From an optimization exercise on the open Yosys and OpenROAD flow, aimed at small area and a short achievable clock period; shortcuts taken in it are not production practice. Only simulation tests tie the RTL to the original design; equivalence was not proved.

## flow/design.v (module list and top-level ports; edited modules follow where they fit)
// module ntt_fa: 10 lines
// module ntt_ha: 9 lines
// module ntt_block_radix2_pipelined: 2273 lines
module ntt_block_radix2_pipelined (
    input  logic         clk,
    input  logic         reset,
    input  logic         data_valid_in,
    input  logic         iNTT_mode,
    input  logic [127:0] Data_in,
    output logic [127:0] Data_out,
    output logic         data_valid_out,
    output logic         mode_out
);
  // ...
==> flow/flow/run.sh <==
#!/bin/bash
# Standard ORFS layout of the standard synthesis. Differences from the default flow:
# ports are buffered with buf_1
# and the CTS sink clustering is set explicitly.
set -o pipefail
bash standard.sh "BUFFER_PORTS_ARGS=-buffer_cell sky130_fd_sc_hd__buf_1"  "CTS_CLUSTER_SIZE=30" "CTS_CLUSTER_DIAMETER=150" finish > standard.log 2>&1
==> flow/standard.sh <==
#!/bin/bash
# synth_recipe.tcl (not shown) runs the flow's synth.tcl, then flattens the netlist and writes it again
# the make line also repeats each setting of config.mk as NAME=value (left out here)
make -C /OpenROAD-flow-scripts/flow DESIGN_CONFIG=/design/flow/config.mk WORK_HOME=/design/flow/orfs CLKGATE_MAP_FILE= SYNTH_SCRIPT=/design/flow/synth_recipe.tcl "${@:-finish}"
==> flow/config.mk <==
export PLATFORM = sky130hd
export DESIGN_NAME = ntt_block_radix2_pipelined
export DESIGN_NICKNAME = ntt_block_radix2_pipelined
export VERILOG_FILES = /design/flow/design.v
export SDC_FILE = /design/flow/constraint.sdc
export NUM_CORES = 4
export LEC_CHECK = 0
export CAP_MARGIN = 20
export CORE_MARGIN = 2
export CORE_UTILIZATION = 55
export SLEW_MARGIN = 20
export SYNTH_HIERARCHICAL = 1
export SYNTH_MINIMUM_KEEP_SIZE = 0
==> flow/constraint.sdc <==
create_clock -name core_clock -period 65.0 [get_ports {clk}]
set_input_delay 13.0000 -clock core_clock [delete_from_list [all_inputs] [get_ports {clk}]]
set_output_delay 13.0000 -clock core_clock [all_outputs]
set_load 0.01 [all_outputs]
==> run notes, run 1 <==
STA:
- The final critical-path required period is 14.11 ns.
- The clock tree skew after final layout is 0.04010 ns.
- In the final timing run, aggregate negative setup slack is 0 ns.
- The tightest hold path in the finished design has a slack of 0.3400 ns.

Floorplan:
- The floorplan has 84 rows.
- The die covers 54920 sq um.
- The region available for standard cell placement spans 52550 sq um.
- The floorplan step set the die height to 234.4 um.

Place:
- Timing analysis after detailed placement gives a worst setup slack of 51.21 ns.
- The placed instances occupy a cell area of 30090 sq um.

Synthesis:
- The number of enable-type register cells in the synthesized netlist is 0.
- Counting every net in the synthesized netlist gives 2949.
- The simple-gate portion of the synthesized area is 0.03280.
- The cell count after synthesis came out at 2062.
- The Yosys warning count is 7.

Clocking:
- The number of instances resized during post-cts repair is 0.
- In this run the number of H-tree levels came out at 1.
- The source-to-sink clock delay at the later pin of the worst-skew pair is 0.62 ns.

Setup path:
- Together, buffers and inverters on the worst path number 1.
- The setup check on the worst reg-to-reg path leaves a slack of 51.30 ns.

Routing:
- In the routed layout, each cell is associated on average with a via count of 5.051.
- The mean routed wirelength per cell is 22.56 um.

Outcome:
- The run finished with no timing, DRC or antenna violations.
==> run 2, diff against run 1 <==
==> flow/flow/run.sh (replaced) <==
#!/bin/bash
# Standard ORFS layout of the standard synthesis. Differences from the default flow:
# ports are buffered with buf_1
# and the CTS sink clustering is set explicitly.
set -o pipefail
bash standard.sh "BUFFER_PORTS_ARGS=-buffer_cell sky130_fd_sc_hd__buf_1"  "CTS_CLUSTER_SIZE=30" "CTS_CLUSTER_DIAMETER=130" finish > standard.log 2>&1
==> run 2 against run 1 <==
Non-clock buffer count unchanged. Cell area did not move. Sequential cell count unchanged. First-iteration DRC count is the same. Synthesized cell count unchanged. Sequential share of layout area unchanged. Final cell count stayed put. Critical endpoint unchanged. Largest cell class unchanged.
==> run notes, run 2 <==
Outcome:
- Status: complete, no violations (unchanged).

Setup path:
- The data required time of the worst path is 52.00 ns (about the same).
- The cell with the largest stage delay on the worst path was sky130_fd_sc_hd__dfxtp_1 (unchanged).
- The kind of launch point of the worst setup path is a flip-flop (unchanged).
- The worst-case register-to-register setup slack was 51.30 ns (about the same).
- The kind of end point of the critical path is an output port (unchanged).
- The critical path launch point is q519 (unchanged).
- List of cells traversed by the critical path: buf_1 (unchanged).
- The number of cells on the critical path was 1 (unchanged).
- The top cell family by delay on the critical path was flip-flops (unchanged).
- The length in cells of the worst reg-to-reg path came to 34 (unchanged).
- The critical path's largest stage delay is 0.35 ns (about the same).
- The critical path class is reg2out (unchanged).
- The arrival time at the worst endpoint is 1.11 ns (about the same).
- The buffers plus inverters on the worst setup path was 1 (unchanged).
- The highest net fanout along the worst path came to 1 (unchanged).
- The worst flop-to-flop path startpoint is q145 (unchanged).
- The critical path endpoint was Data_out[112] (unchanged).
- The reg-to-reg endpoint is q334 (unchanged).

Routing:
- The routed via count is 14.69k (unchanged).
- The DRC violation total after the first TritonRoute iteration is 754 (unchanged).
- The remaining antenna violation count after routing is 0 (unchanged).
- The routed wire length is 65590 um (unchanged).
- The post-route DRC violation count was 0 (unchanged).
- The detailed-router iteration count before antenna repair came to 5 (unchanged).
- The mean routed wirelength per cell was 22.56 um (unchanged).
- The number of vias per cell after detailed routing is 5.051 (unchanged).

GRT:
- The via count of the first global-routing pass is 16.46k (unchanged).
- The wire length of the first global-routing pass is 99100 um (unchanged).
- The total routing resource utilization after global routing is 0.2524 (unchanged).
- The total congestion overflow after global routing is 0 (unchanged).
- The largest net degree at the start of global routing is 35 (unchanged).
- The number of antenna violations at the first check in global routing is 1 (unchanged).

Synthesis:
- Top cells by count, synth: 612 x sky130_fd_sc_hd__fa_1, 533 x sky130_fd_sc_hd__dfxtp_1, 253 x sky130_fd_sc_hd__inv_1, 143 x sky130_fd_sc_hd__ha_1, 128 x sky130_fd_sc_hd__buf_4 (unchanged).
- The register area share after synthesis came to 0.3682 (unchanged).
- The most numerous cell in the Yosys netlist is sky130_fd_sc_hd__fa_1 (unchanged).
- The arithmetic-cell share of the synthesized area counting full adders, half adders and majority gates is 0.4811 (unchanged).
- The fraction of synthesized cell area taken by the top area cell type is 0.4198 (unchanged).
- The main flop type after synthesis is sky130_fd_sc_hd__dfxtp_1 (unchanged).
- The share of synthesized area spent on multiplexers is 0 (unchanged).
- The post-synthesis sequential element count was 536 (unchanged).
- The number of enable-type register cells in the synthesized netlist is 0 (unchanged).
- Most area-consuming cells after synthesis: sky130_fd_sc_hd__fa_1 42%, sky130_fd_sc_hd__dfxtp_1 37%, sky130_fd_sc_hd__ha_1 6.1% (unchanged).
- The simple-gate portion of the synthesized area is 0.03280 (unchanged).
- The synthesized netlist net count is 2949 (unchanged).
- The compound-cell area share of the yosys netlist is 0.02637 (unchanged).
- The share of async-settable or async-resettable flops after synthesis is 0.005597 (unchanged).
- The mapped cell area was 29180 sq um (unchanged).
- The main combinational cell family by area after synthesis is adder cells (unchanged).
- The Yosys warning count is 7 (unchanged).
- The number of different library cells in the post-synthesis netlist is 55 (unchanged).
- The post-synthesis instance total is 2062 (unchanged).
- The XOR/XNOR share of the synthesized area came to 0.02491 (unchanged).
- The mean area per synthesized cell came to 14.15 sq um (unchanged).
- The cell taking the most area after synthesis was sky130_fd_sc_hd__fa_1 (unchanged).

Clocking:
- The count of clock tree sinks came to 536 (unchanged).
- The number of instances resized during post-cts repair came to 0 (unchanged).
- The source-to-sink clock delay at the later pin of the worst-skew pair was 0.62 ns (about the same).
- The root buffer cell was sky130_fd_sc_hd__clkbuf_16 (unchanged).
- The number of buffers added for setup after CTS was 0 (unchanged).
- The clock tree from TritonCTS is done (unchanged).
- The clock buffer count from CTS was 21 (unchanged).
- The number of hold buffers added after cts was 0 (unchanged).
- The CTS clock-pin slew for the worst setup and hold paths is 0.12 ns (about the same).
- The H-tree depth is 1 (unchanged).
- The maximum clock path buffer count was 3 (unchanged).

STA:
- The total negative slack for setup checks is 0 ns (unchanged).
- The relative slew slack came to 0.2939 (unchanged).
- The final-report hold violation count is 0 (unchanged).
- The number of setup violations in the final report was 0 (unchanged).
- Unrepaired setup endpoints after global routing: false (unchanged).
- The fmax was 70.86 MHz (unchanged).
- The slew of the pin with the lowest slew margin came to 1.049 ns (unchanged).
- The post-route clock period utilization is 0.2171 (unchanged).
- The total count of max-transition violations in the final report is 0 (unchanged).
- The clock tree skew after final layout is 0.04010 ns (unchanged).
- The final critical-path required period is 14.11 ns (unchanged).

Flow run:
- The max-cap violation count was 0 (unchanged).

Floorplan:
- The vertical die dimension came to 234.4 um (unchanged).
- The horizontal die dimension is 234.4 um (unchanged).
- The number of placement rows is 84 (unchanged).
- The standard cell core area is 52550 sq um (unchanged).
- The floorplan die area is 54920 sq um (unchanged).
- The top-level I/O count is 262 (unchanged).
- The initial standard-cell utilization of the core was 0.5554 (unchanged).

Final layout:
- The fraction of layout instances using a drive strength above 1 is 0.01982 (unchanged).
- The register with the highest flop count is valid_pipe (unchanged).
- The most frequent standard cell in the layout excluding fill and tap cells is sky130_fd_sc_hd__fa_1 (unchanged).
- Most frequent cells in the layout: 612 x sky130_fd_sc_hd__fa_1, 532 x sky130_fd_sc_hd__dfxtp_1, 261 x sky130_fd_sc_hd__buf_1, 253 x sky130_fd_sc_hd__inv_1, 143 x sky130_fd_sc_hd__ha_1 (unchanged).
- The layout overhead on the synthesized area is 5.055% (unchanged).
- The final net count is 3106 (unchanged).
- The number of inserted filler cells in the final layout came to 4289 (unchanged).
- The count of non-filler cells in the finished layout is 2908 (unchanged).
- The antenna diode count was 0 (unchanged).
- The flip-flop count of the largest register, all copies and words added is 3 (unchanged).

Place:
- The weighted congestion at the end of routability-driven global placement came to 0.9982 (unchanged).
- The count of placed standard cells including taps is 2884 (unchanged).
- The HPWL after detailed placement came to 56200 um (unchanged).
- The quantity of I/O buffers inserted on ports is 261 (unchanged).

Min path:
- The worst hold-check path type is reg2reg (unchanged).
- The cell depth of the worst min-delay path is 0 (unchanged).
-- run 2: cell counts after synthesis --
No cell type changed its count.
-- run 2: worst min-delay path by stage --
stage,end,start,slack [ns]
CTS,q536,q535,0.34
global placement,q536,q535,0.31
finish,q536,q535,0.34
detailed placement,q536,q535,0.31
floorplan,q535,q164,0.31
global route,q535,q164,0.35
-- run 2: modules after synthesis, one instance, submodules excluded --
module	cell area, sq um	flip-flops and latches
ntt_block_radix2_pipelined	17030	536
ntt_fa	20.02	0
-- run 2: final cells by class --
type | instances | area (sq um) | share of cell area
Tap cell | 688 | 860.8 | 0.02808
Inverter | 253 | 949.7 | 0.03097
Sequential cell | 536 | 10750 | 0.3505
Multi-Input combinational cell | 1138 | 16490 | 0.5380
Timing Repair Buffer | 269 | 1040 | 0.03391
Clock buffer | 22 | 529.3 | 0.01726
Clock inverter | 2 | 38.79 | 0.001265
-- run 2: routing by layer --
| metal | global-route usage | part of all wire | vias up |
|---|---|---|---|
| met1 | 0.3561 | 0.43 | 7661 |
| met4 | 0.07252 | 0.030 | 0 |
| met3 | 0.04560 | 0.056 | 91 |
| met5 | 0 | 0 | - |
| li1 | - | - | 6527 |
| met2 | 0.4042 | 0.48 | 409 |
-- run 2: cell families after synthesis --
family,Yosys count
AND/OR/NAND/NOR,180
XOR/XNOR,83
adder cells (fa/ha/maj),755
flip-flops,536
AO/OA/AOI/OAI,120
buffers and inverters,388
-- run 2: through the flow --
step	cell area, sq um	hold WS, ns	setup WS [ns]	util
floorplan	29180	0.3096	51.60	-
global placement	30090	0.3114	51.40	0.5726
detailed placement	30090	0.3143	51.21	0.5726
CTS	30660	0.3406	50.85	0.5834
global route	30660	0.3484	50.72	0.5834
finish	30660	0.3400	50.89	0.5834
==> run 3, diff against run 2 <==
==> flow/flow/run.sh (replaced) <==
#!/bin/bash
# Standard ORFS layout of the standard synthesis. Differences from the default flow:
# ports are buffered with buf_1
# and the CTS sink clustering is set explicitly.
set -o pipefail
bash standard.sh "BUFFER_PORTS_ARGS=-buffer_cell sky130_fd_sc_hd__buf_1"  "CTS_CLUSTER_SIZE=28" "CTS_CLUSTER_DIAMETER=140" finish > standard.log 2>&1
==> run 3 against run 2 <==
Still clean on timing, DRC and antenna. Sequential share of layout area shrank 0.057 points. Non-clock buffer count is the same. Routed wire length shrank 0.36%. Via count grew 0.18%. Worst setup slack gained 0.017 ns. Final cell count is essentially flat. Register-to-register slack lost 0.03 ns. First-iteration DRC count shrank 11%. Utilization grew 0.095 points. Largest cell class unchanged.
==> run notes, run 3 <==
Floorplan:
- The initial standard-cell utilization of the core is 0.5554 (unchanged).
- The standard cell core area came to 52550 sq um (unchanged).
- The vertical die dimension is 234.4 um (unchanged).
- The floorplan die area is 54920 sq um (unchanged).
- The horizontal die dimension came to 234.4 um (unchanged).
- The number of placement rows came to 84 (unchanged).
- The top-level I/O count was 262 (unchanged).

STA:
- The total negative slack for setup checks came to 0 ns (unchanged).
- The clock tree skew after final layout is 0.03315 ns (was 0.04010 ns).
- The post-route clock period utilization is 0.2168 (was 0.2171).
- The relative slew slack is 0.3551 (was 0.2939).
- The fmax came to 70.95 MHz (was 70.86 MHz).
- The least setup slack across all paths after layout is 50.91 ns (was 50.89 ns).
- The final-report hold violation count is 0 (unchanged).
- The total count of max-transition violations in the final report was 0 (unchanged).
- The worst hold-check slack is 0.3377 ns (was 0.3400 ns).
- The final critical-path required period is 14.09 ns (was 14.11 ns).
- Unrepaired setup endpoints after global routing: false (unchanged).
- The number of setup violations in the final report came to 0 (unchanged).
- The slew of the pin with the lowest slew margin was 0.9674 ns (was 1.049 ns).

Clocking:
- The root buffer cell is sky130_fd_sc_hd__clkbuf_16 (unchanged).
- The clock tree from TritonCTS is done (unchanged).
- The H-tree depth was 1 (unchanged).
- The clock buffer count from CTS came to 23 (was 21).
- The number of buffers added for setup after CTS is 0 (unchanged).
- The number of hold buffers added after cts came to 0 (unchanged).
- The CTS clock-pin slew for the worst setup and hold paths is 0.12 ns (about the same).
- The source-to-sink clock delay at the later pin of the worst-skew pair is 0.60 ns (was 0.62 ns).
- The maximum clock path buffer count is 3 (unchanged).
- The count of clock tree sinks came to 536 (unchanged).
- The number of instances resized during post-cts repair is 0 (unchanged).

GRT:
- The via count of the first global-routing pass was 16.51k (was 16.46k).
- The total congestion overflow after global routing came to 0 (unchanged).
- The number of antenna violations at the first check in global routing is 1 (unchanged).
- The total routing resource utilization after global routing is 0.2515 (was 0.2524).
- The largest net degree at the start of global routing was 35 (unchanged).
- The wire length of the first global-routing pass was 98810 um (was 99100 um).

Synthesis:
- The post-synthesis instance total is 2062 (unchanged).
- Most area-consuming cells after synthesis: sky130_fd_sc_hd__fa_1 42%, sky130_fd_sc_hd__dfxtp_1 37%, sky130_fd_sc_hd__ha_1 6.1% (unchanged).
- The main flop type after synthesis is sky130_fd_sc_hd__dfxtp_1 (unchanged).
- The synthesized netlist net count came to 2949 (unchanged).
- The number of enable-type register cells in the synthesized netlist is 0 (unchanged).
- The Yosys warning count is 7 (unchanged).
- The mean area per synthesized cell is 14.15 sq um (unchanged).
- The number of different library cells in the post-synthesis netlist is 55 (unchanged).
- The mapped cell area came to 29180 sq um (unchanged).
- Top cells by count, synth: 612 x sky130_fd_sc_hd__fa_1, 533 x sky130_fd_sc_hd__dfxtp_1, 253 x sky130_fd_sc_hd__inv_1, 143 x sky130_fd_sc_hd__ha_1, 128 x sky130_fd_sc_hd__buf_4 (unchanged).
- The post-synthesis sequential element count was 536 (unchanged).
- The most numerous cell in the Yosys netlist is sky130_fd_sc_hd__fa_1 (unchanged).
- The register area share after synthesis is 0.3682 (unchanged).
- The cell taking the most area after synthesis is sky130_fd_sc_hd__fa_1 (unchanged).
- The share of async-settable or async-resettable flops after synthesis is 0.005597 (unchanged).
- The fraction of synthesized cell area taken by the top area cell type is 0.4198 (unchanged).

Setup path:
- The highest net fanout along the worst path was 1 (unchanged).
- The critical path's largest stage delay is 0.34 ns (was 0.35 ns).
- The reg-to-reg endpoint is q334 (unchanged).
- The critical path class is reg2out (unchanged).
- The cell with the largest stage delay on the worst path is sky130_fd_sc_hd__dfxtp_1 (unchanged).
- The top cell family by delay on the critical path is flip-flops (unchanged).
- The arrival time at the worst endpoint is 1.09 ns (was 1.11 ns).
- The data required time of the worst path is 52.00 ns (about the same).
- The worst flop-to-flop path startpoint is q145 (unchanged).
- The kind of end point of the critical path was an output port (unchanged).
- List of cells traversed by the critical path: buf_1 (unchanged).
- The worst-case register-to-register setup slack is 51.27 ns (was 51.30 ns).
- The buffers plus inverters on the worst setup path came to 1 (unchanged).
- The length in cells of the worst reg-to-reg path is 34 (unchanged).
- The kind of launch point of the worst setup path is a flip-flop (unchanged).

Final layout:
- The register with the highest flop count is valid_pipe (unchanged).
- The most frequent standard cell in the layout excluding fill and tap cells is sky130_fd_sc_hd__fa_1 (unchanged).
- The final net count is 3108 (was 3106).
- The post-layout utilization of the core came to 0.5844 (was 0.5834).
- The final design area excluding fillers was 30710 sq um (was 30660 sq um).
- The number of inserted filler cells in the final layout was 4265 (was 4289).
- The total area of multi-input combinational cells was 16490 sq um (unchanged).
- The layout overhead on the synthesized area is 5.226% (was 5.055%).
- The antenna diode count came to 0 (unchanged).
- The flip-flop count of the largest register, all copies and words added is 3 (unchanged).
- Most frequent cells in the layout: 612 x sky130_fd_sc_hd__fa_1, 532 x sky130_fd_sc_hd__dfxtp_1, 261 x sky130_fd_sc_hd__buf_1, 253 x sky130_fd_sc_hd__inv_1, 143 x sky130_fd_sc_hd__ha_1 (unchanged).
- The fraction of layout instances using a drive strength above 1 is 0.02070 (was 0.01982).
- The flip-flop and latch area is 10750 sq um (unchanged).

Place:
- The HPWL after detailed placement was 56200 um (unchanged).
- The weighted congestion at the end of routability-driven global placement was 0.9982 (unchanged).
- The quantity of I/O buffers inserted on ports was 261 (unchanged).
- The standard cell area after detailed placement is 30090 sq um (unchanged).
- The pre-CTS setup slack is 51.21 ns (unchanged).

Min path:
- The worst-case hold path end point was q536 (unchanged).
- The cell depth of the worst min-delay path came to 0 (unchanged).
- The beginning of the worst hold path is q535 (unchanged).
- The worst hold-check path type was reg2reg (unchanged).

Flow run:
- The max-cap violation count is 0 (unchanged).

Routing:
- The detailed-router iteration count before antenna repair is 5 (unchanged).
- The post-route DRC violation count was 0 (unchanged).
- The routed via count is 14.72k (was 14.69k).
- The DRC violation total after the first TritonRoute iteration is 672 (was 754).
- The remaining antenna violation count after routing is 0 (unchanged).
- The routed wire length was 65360 um (was 65590 um).
- The mean routed wirelength per cell was 22.46 um (was 22.56 um).
- The number of vias per cell after detailed routing is 5.057 (was 5.051).

Outcome:
- Status: complete, no violations (unchanged).
==> run 3: cell counts after synthesis <==
No cell type changed its count.
==> run 3: logic make-up after synthesis <==
family,after synthesis,share of synthesized area
adders and majority gates,755,0.4811
DFF,536,0.3682
buffers and inverters,388,0.06662
and+or+nand+nor,180,0.03280
AOI/OAI and AO/OA,120,0.02637
xor gates and xnor gates,83,0.02491
==> run 3: how the worst max path moves through the flow <==
stage | from | to | slack (ns) | cells after the start
2_1_floorplan | q407 | Data_out[0] | 51.60 | 1
3_3_place_gp | q198 | q367 | 51.40 | 35
3_5_place_dp | q198 | q367 | 51.21 | 35
4_1_cts | q519 | Data_out[112] | 50.86 | 1
5_1_grt | q144 | q334 | 50.73 | 34
6_report | q519 | Data_out[112] | 50.91 | 1
==> run 3: metal layers <==
| metal | wire [um] | global-route usage | share of wire |
|---|---|---|---|
| met5 | 0 | 0 | 0 |
| met4 | 2445 | 0.08058 | 0.037 |
| met3 | 3753 | 0.04633 | 0.057 |
| met2 | 31310 | 0.4027 | 0.48 |
| met1 | 27850 | 0.3509 | 0.43 |
==> run 3: Yosys stat by module, one instance, submodules excluded <==
| module | cell area, sq um | cells inside |
|---|---|---|
| ntt_block_radix2_pipelined | 17030 | 1455 |
| ntt_fa | 20.02 | 1 |
==> run 3: area by class of cell <==
class,instances,area share
inverters,253,0.03092
flip-flops and latches,536,0.3499
multi-input cells,1138,0.5371
well taps,688,0.02803
clock inverters,2,0.001263
repair buffers,269,0.03386
clock buffers,24,0.01886
==> run 3: through the flow <==
stage               std cells
finish                   2910
global route             2910
CTS                      2910
detailed placement       2884
global placement         2884
floorplan                2062
==> run 4, diff against run 3 <==
==> flow/flow/run.sh (replaced) <==
#!/bin/bash
# Standard ORFS layout of the standard synthesis. Differences from the default flow:
# ports are buffered with buf_1 and the output-port buffers are then resized to buf_2
# (flow/post_gpl.tcl), and the CTS sink clustering is set explicitly.
set -o pipefail
bash standard.sh "POST_GLOBAL_PLACE_TCL=$PWD/flow/post_gpl.tcl" "BUFFER_PORTS_ARGS=-buffer_cell sky130_fd_sc_hd__buf_1"  "CTS_CLUSTER_SIZE=30" "CTS_CLUSTER_DIAMETER=150" finish > standard.log 2>&1
==> flow/flow/post_gpl.tcl (new file) <==
# The standard port buffering used buf_1 on every port; give the output ports a buf_2 instead.
set block [ord::get_db_block]
foreach bterm [$block getBTerms] {
  if {[$bterm getIoType] ne "OUTPUT"} { continue }
  set net [$bterm getNet]
  if {$net eq "NULL"} { continue }
  foreach iterm [$net getITerms] {
    if {![$iterm isOutputSignal]} { continue }
    set inst [$iterm getInst]
    if {[[$inst getMaster] getName] eq "sky130_fd_sc_hd__buf_1"} {
      replace_cell [get_cells [$inst getName]] sky130_fd_sc_hd__buf_2
    }
  }
}
==> run 4 against run 3 <==
Die area did not move. Cell area rose by 0.37%. Still clean on timing, DRC and antenna.
==> run notes, run 4 <==
Synthesis:
- The most numerous cell in the Yosys netlist is sky130_fd_sc_hd__fa_1 (unchanged).
- The cell taking the most area after synthesis is sky130_fd_sc_hd__fa_1 (unchanged).
- The post-synthesis sequential element count is 536 (unchanged).
- The synthesized netlist net count was 2949 (unchanged).
- The number of different library cells in the post-synthesis netlist came to 55 (unchanged).
- The share of async-settable or async-resettable flops after synthesis is 0.005597 (unchanged).
- The mapped cell area is 29180 sq um (unchanged).
- The register area share after synthesis is 0.3682 (unchanged).
- The mean area per synthesized cell is 14.15 sq um (unchanged).
- The fraction of synthesized cell area taken by the top area cell type is 0.4198 (unchanged).
- The post-synthesis instance total was 2062 (unchanged).
- Top cells by count, synth: 612 x sky130_fd_sc_hd__fa_1, 533 x sky130_fd_sc_hd__dfxtp_1, 253 x sky130_fd_sc_hd__inv_1, 143 x sky130_fd_sc_hd__ha_1, 128 x sky130_fd_sc_hd__buf_4 (unchanged).
- The Yosys warning count came to 7 (unchanged).
- The main flop type after synthesis is sky130_fd_sc_hd__dfxtp_1 (unchanged).
- Most area-consuming cells after synthesis: sky130_fd_sc_hd__fa_1 42%, sky130_fd_sc_hd__dfxtp_1 37%, sky130_fd_sc_hd__ha_1 6.1% (unchanged).
- The number of enable-type register cells in the synthesized netlist is 0 (unchanged).

Floorplan:
- The floorplan die area is 54920 sq um (unchanged).
- The number of placement rows is 84 (unchanged).
- The top-level I/O count is 262 (unchanged).
- The standard cell core area is 52550 sq um (unchanged).
- The horizontal die dimension is 234.4 um (unchanged).
- The vertical die dimension came to 234.4 um (unchanged).
- The initial standard-cell utilization of the core is 0.5554 (unchanged).

Final layout:
- The flip-flop and latch area is 10750 sq um (unchanged).
- The final net count is 3106 (was 3108).
- Most frequent cells in the layout: 612 x sky130_fd_sc_hd__fa_1, 532 x sky130_fd_sc_hd__dfxtp_1, 253 x sky130_fd_sc_hd__inv_1, 143 x sky130_fd_sc_hd__ha_1, 131 x sky130_fd_sc_hd__buf_1 (was 612 x sky130_fd_sc_hd__fa_1, 532 x sky130_fd_sc_hd__dfxtp_1, 261 x sky130_fd_sc_hd__buf_1, 253 x sky130_fd_sc_hd__inv_1, 143 x sky130_fd_sc_hd__ha_1).
- The fraction of layout instances using a drive strength above 1 is 0.07838 (was 0.02070).
- The number of inserted filler cells in the final layout is 4273 (was 4265).
- The layout overhead on the synthesized area is 5.612% (was 5.226%).
- The antenna diode count is 0 (unchanged).
- The final design area excluding fillers is 30820 sq um (was 30710 sq um).
- The post-layout utilization of the core is 0.5865 (was 0.5844).
- The flip-flop count of the largest register, all copies and words added is 3 (unchanged).
- The total area of multi-input combinational cells is 16490 sq um (unchanged).
- The register with the highest flop count is valid_pipe (unchanged).
- The most frequent standard cell in the layout excluding fill and tap cells is sky130_fd_sc_hd__fa_1 (unchanged).

Setup path:
- The data required time of the worst path is 52.00 ns (about the same).
- The critical path's largest stage delay is 0.34 ns (about the same).
- The top cell family by delay on the critical path was flip-flops (unchanged).
- The kind of launch point of the worst setup path is a flip-flop (unchanged).
- List of cells traversed by the critical path: buf_2 (was buf_1).
- The arrival time at the worst endpoint is 1.07 ns (was 1.09 ns).
- The cell with the largest stage delay on the worst path was sky130_fd_sc_hd__dfxtp_1 (unchanged).
- The buffers plus inverters on the worst setup path is 1 (unchanged).
- The kind of end point of the critical path is an output port (unchanged).
- The highest net fanout along the worst path came to 1 (unchanged).
- The critical path class was reg2out (unchanged).

Flow run:
- The max-cap violation count is 0 (unchanged).

Clocking:
- The number of instances resized during post-cts repair is 0 (unchanged).
- The count of clock tree sinks is 536 (unchanged).
- The root buffer cell is sky130_fd_sc_hd__clkbuf_16 (unchanged).
- The CTS clock-pin slew for the worst setup and hold paths is 0.12 ns (about the same).
- The maximum clock path buffer count was 3 (unchanged).
- The H-tree depth is 1 (unchanged).
- The source-to-sink clock delay at the later pin of the worst-skew pair is 0.61 ns (was 0.60 ns).
- The number of hold buffers added after cts is 0 (unchanged).
- The number of buffers added for setup after CTS is 0 (unchanged).
- The clock buffer count from CTS is 21 (was 23).
- The clock tree from TritonCTS is done (unchanged).

Place:
- The pre-CTS setup slack is 51.23 ns (was 51.21 ns).
- The quantity of I/O buffers inserted on ports came to 261 (unchanged).
- The standard cell area after detailed placement came to 30250 sq um (was 30090 sq um).
- The HPWL after detailed placement is 56270 um (was 56200 um).

GRT:
- The largest net degree at the start of global routing is 35 (unchanged).
- The via count of the first global-routing pass is 16.56k (was 16.51k).
- The wire length of the first global-routing pass is 99790 um (was 98810 um).
- The total routing resource utilization after global routing was 0.2523 (was 0.2515).
- The number of antenna violations at the first check in global routing is 0 (was 1).
- The total congestion overflow after global routing came to 0 (unchanged).

STA:
- Unrepaired setup endpoints after global routing: false (unchanged).
- The clock tree skew after final layout came to 0.03323 ns (was 0.03315 ns).
- The number of setup violations in the final report is 0 (unchanged).
- The relative slew slack was 0.3163 (was 0.3551).
- The slew of the pin with the lowest slew margin was 1.016 ns (was 0.9674 ns).
- The least setup slack across all paths after layout is 50.93 ns (was 50.91 ns).
- The fmax is 71.07 MHz (was 70.95 MHz).
- The total negative slack for setup checks is 0 ns (unchanged).
- The total count of max-transition violations in the final report is 0 (unchanged).
- The post-route clock period utilization is 0.2165 (was 0.2168).
- The final critical-path required period is 14.07 ns (was 14.09 ns).
- The final-report hold violation count came to 0 (unchanged).

Routing:
- The DRC violation total after the first TritonRoute iteration was 680 (was 672).
- The post-route DRC violation count came to 0 (unchanged).
- The routed wire length was 65390 um (was 65360 um).
- The remaining antenna violation count after routing is 0 (unchanged).
- The routed via count is 14.66k (was 14.72k).
- The mean routed wirelength per cell came to 22.49 um (was 22.46 um).
- The number of vias per cell after detailed routing is 5.041 (was 5.057).
- The detailed-router iteration count before antenna repair is 5 (unchanged).

Outcome:
- Status: complete, no violations (unchanged).

Min path:
- The worst hold-check path type is reg2reg (unchanged).
## run 4: kinds of logic after synthesis
| kind of cell | after synthesis | synth area share |
|---|---|---|
| AND/OR/NAND/NOR | 180 | 0.03280 |
| flip-flops | 536 | 0.3682 |
| buffers and inverters | 388 | 0.06662 |
| XOR/XNOR | 83 | 0.02491 |
| AO/OA/AOI/OAI | 120 | 0.02637 |
| adder cells (fa/ha/maj) | 755 | 0.4811 |
## run 4: path summary, 6_finish.rpt
path	start	end	slack (ns)	cells after the start
min in group asynchronous	reset	valid_pipe[0]	12.26	2
worst min-delay path	q535	q536	0.34	0
worst max-delay path	q519	Data_out[112]	50.93	1
max in group asynchronous	reset	valid_pipe[1]	52.60	2
worst min register to register	q535	q536	0.34	0
worst max register to register	q144	q403	51.34	32
## run 4: per-module statistics from Yosys, one instance, submodules excluded
module / flip-flops and latches / cells inside / area (sq um)
ntt_block_radix2_pipelined: 536 / 1455 / 17030
ntt_fa: 0 / 1 / 20.02
## run 4: area by class of cell
class	count	share of cell area
clock buffer	22	0.01717
clock inverter	2	0.001258
tap	688	0.02793
timing repair buffer	269	0.03901
sequential	536	0.3487
inverter	253	0.03081
multi-input combinational	1138	0.5352
## run 4: stage by stage
step,instances,hold WS [ns]
floorplan,2062,0.3096
global placement,2884,0.3114
detailed placement,2884,0.3157
CTS,2908,0.3420
global route,2908,0.3485
finish,2908,0.3412
## run 4: layer usage
metal  global-route usage  share of wire  vias up
li1                     -              -     6514
met3              0.03575          0.050       78
met5                    0              0        -
met4              0.06466          0.027        0
met1               0.3573           0.44     7691
met2               0.4139           0.49      376

[what the ideal ports hide]
No port has a modelled driver above. Below, the same layouts with a new extraction and two added sets of constraints.
Step 1, drivers: a clkbuf_16 drives clk and a buf_2 each remaining input, both assumed.
Step 2 also shifts input and output timing later by t, the mid clock arrival at the registers, as if the neighbouring blocks saw the same clock.
Slacks: ideal / step 1 / step 2; pairs: ideal / step 1.
| run | shift t [ns] | setup WS [ns] | clock arrival spread, ns | pins driven straight from the clock port |
|---|---|---|---|---|
| run 1 | 0.659 | 50.888 / 50.829 / 51.299 | 0.043 / 0.042 | 1 |
| run 2 | 0.659 | 50.888 / 50.829 / 51.299 | 0.043 / 0.042 | 1 |
| run 3 | 0.649 | 50.906 / 50.842 / 51.270 | 0.033 / 0.034 | 1 |
| run 4 | 0.651 | 50.929 / 50.868 / 51.339 | 0.034 / 0.034 | 1 |
After both steps every run listed still meets setup and hold.
